What follows belongs to an exercise in optimizing a design on an open flow for small area and a short achievable clock period; a production flow would make more cautious choices.

==> run a: inputs <==
Design counter, start of the top module:
module counter(out,data,load,reset,clk);
parameter n=939;
output[n-1:0] out;
input[n-1:0] data;
input load,clk,reset;
reg[n-1:0] out;
wire[n-1:0] nxt;
wire[117:0] gn;    
wire p0_1;
wire p0_2;
wire p0_3;
wire p0_4;
wire p0_5;
wire p0_6;
wire p0_7;
wire p0_8;
wire p0_9;
wire p0_10;
wire p0_11;
wire p0_12;
wire p0_13;
wire p0_14;
wire p0_15;
wire p0_16;
wire p0_17;
wire p0_18;
wire p0_19;
wire p0_20;
wire p0_21;
wire p0_22;
wire p0_23;
wire p0_24;
wire p0_25;
wire p0_26;
wire p0_27;
wire p0_28;
wire p0_29;
wire p0_30;
wire p0_31;
wire p0_32;
wire p0_33;
wire p0_34;
wire p0_35;
wire p0_36;
wire p0_37;
wire p0_38;
wire p0_39;
wire p0_40;
wire p0_41;
wire p0_42;
wire p0_43;
wire p0_44;
wire p0_45;
wire p0_46;
wire p0_47;
wire p0_48;
wire p0_49;
wire p0_50;
wire p0_51;
wire p0_52;
wire p0_53;
wire p0_54;
wire p0_55;
wire p0_56;
wire p0_57;
wire p0_58;
wire p0_59;
wire p0_60;
wire p0_61;
wire p0_62;
wire p0_63;
wire p0_64;
wire p0_65;
wire p0_66;
wire p0_67;
  ...
==> flow/config.mk <==
export PLATFORM = sky130hd
export DESIGN_NAME = counter
export DESIGN_NICKNAME = counter
export VERILOG_FILES = /design/flow/design.v
export SDC_FILE = /design/flow/constraint.sdc
export NUM_CORES = 4
export LEC_CHECK = 0
export CAP_MARGIN = 40
export CORE_AREA = 4 4 336 336
export DIE_AREA = 0 0 340 340
export PLACE_DENSITY = 0.6
export SETUP_SLACK_MARGIN = 4.5
export SLEW_MARGIN = 40
export SYNTH_HIERARCHICAL = 1
export SYNTH_MINIMUM_KEEP_SIZE = 0
==> flow/constraint.sdc <==
create_clock -name core_clock -period 7.0 [get_ports {clk}]
set_input_delay 1.4000 -clock core_clock [delete_from_list [all_inputs] [get_ports {clk}]]
set_output_delay 1.4000 -clock core_clock [all_outputs]
set_load 0.01 [all_outputs]
standard.sh (not shown) runs the stock make flow with config.mk's settings and CLKGATE_MAP_FILE= SYNTH_SCRIPT=/design/flow/synth_recipe.tcl, a recipe that flattens the netlist after the stock synthesis.
==> flow/flow/run.sh <==
#!/bin/bash
export BUFFER_PORTS_ARGS="-buffer_cell sky130_fd_sc_hd__buf_1"
export PLACE_PINS_ARGS="-min_distance 1 -min_distance_in_tracks"
cp standard.sh standard.sh.txt
bash standard.sh > standard.log 2>&1
==> run b (differences from run a) <==
==> flow/config.mk (replaced) <==
export PLATFORM = sky130hd
export DESIGN_NAME = counter
export DESIGN_NICKNAME = counter
export VERILOG_FILES = /design/flow/design.v
export SDC_FILE = /design/flow/constraint.sdc
export NUM_CORES = 4
export LEC_CHECK = 0
export CAP_MARGIN = 20
export CORE_AREA = 4 4 336 336
export DIE_AREA = 0 0 340 340
export PLACE_DENSITY = 0.6
export SETUP_SLACK_MARGIN = 4.0
export SLEW_MARGIN = 20
export SYNTH_HIERARCHICAL = 1
export SYNTH_MINIMUM_KEEP_SIZE = 0
==> comparison table <==
| item | run a | run b |
|---|---|---|
| Postcts setup bufs | 1452 | 165 |
| TritonCTS buffer count | 109 | 109 |
| CTS sink cnt | 939 | 939 |
| Post-cts gate resize count | 4024 | 374 |
| Number of placement rows | 121 | 121 |
| Post-DP HPWL | 210000 um | 210000 um |
| Post-place instance area | 0.0628 mm^2 | 0.0622 mm^2 |
| Total of hold buffers inserted after clock tree synthesis | 0 | 0 |
| Instance count of the mapped netlist | 5852 | 5852 |
| H-tree Lvls | 3 | 3 |
| Root buffer selected by CTS | sky130_fd_sc_hd__clkbuf_16 | sky130_fd_sc_hd__clkbuf_16 |
| Number of placed I/O pins | 1881 | 1881 |
| Total instance count after detailed placement | 9132 | 9135 |
| Max clock buf depth | 3 | 3 |
| Status | stopped before the end | finished clean |
| Stage where the flow stopped | 5_1_grt | - |
| Post-Syn Area | 0.0531 mm^2 | 0.0531 mm^2 |
| Final GP Congestion | 1.06 | 1.03 |
| Synth Warn # | 7 | 7 |
| Worst setup timing slack at the placement stage | 3.30 ns | 2.56 ns |
No run of this note included a check of the RTL's function; only the layout flow was run.

==> re-timing with driven ports <==
In the flow no input, the clock included, has a driving cell. The finished layout below was timed again as built, in two steps.
Step 1 (the two cells are an assumption about what drives the block):
set clk [get_ports {clk}]
set_driving_cell -lib_cell sky130_fd_sc_hd__clkbuf_16 $clk
set_driving_cell -lib_cell sky130_fd_sc_hd__buf_2 [delete_from_list [all_inputs] $clk]
Step 2 moves the port delays by t, midway between the first and last clock arrival at a register: inputs arrive t later, outputs are due t later. That takes back most of the time a late clock gives input paths.
Three values: no drivers, after step 1, after step 2; two values: the first two.
run: run b
t (ns): 0.792
setup WS [ns]: 3.832 / 3.832 / 3.510
worst setup path after step 2: input to register
pins driven straight from the clock port: 1
After both steps run b still meets setup and hold. For run b, drivers alone change the setup slack by 0.000 ns; drivers and shift together by -0.322 ns.
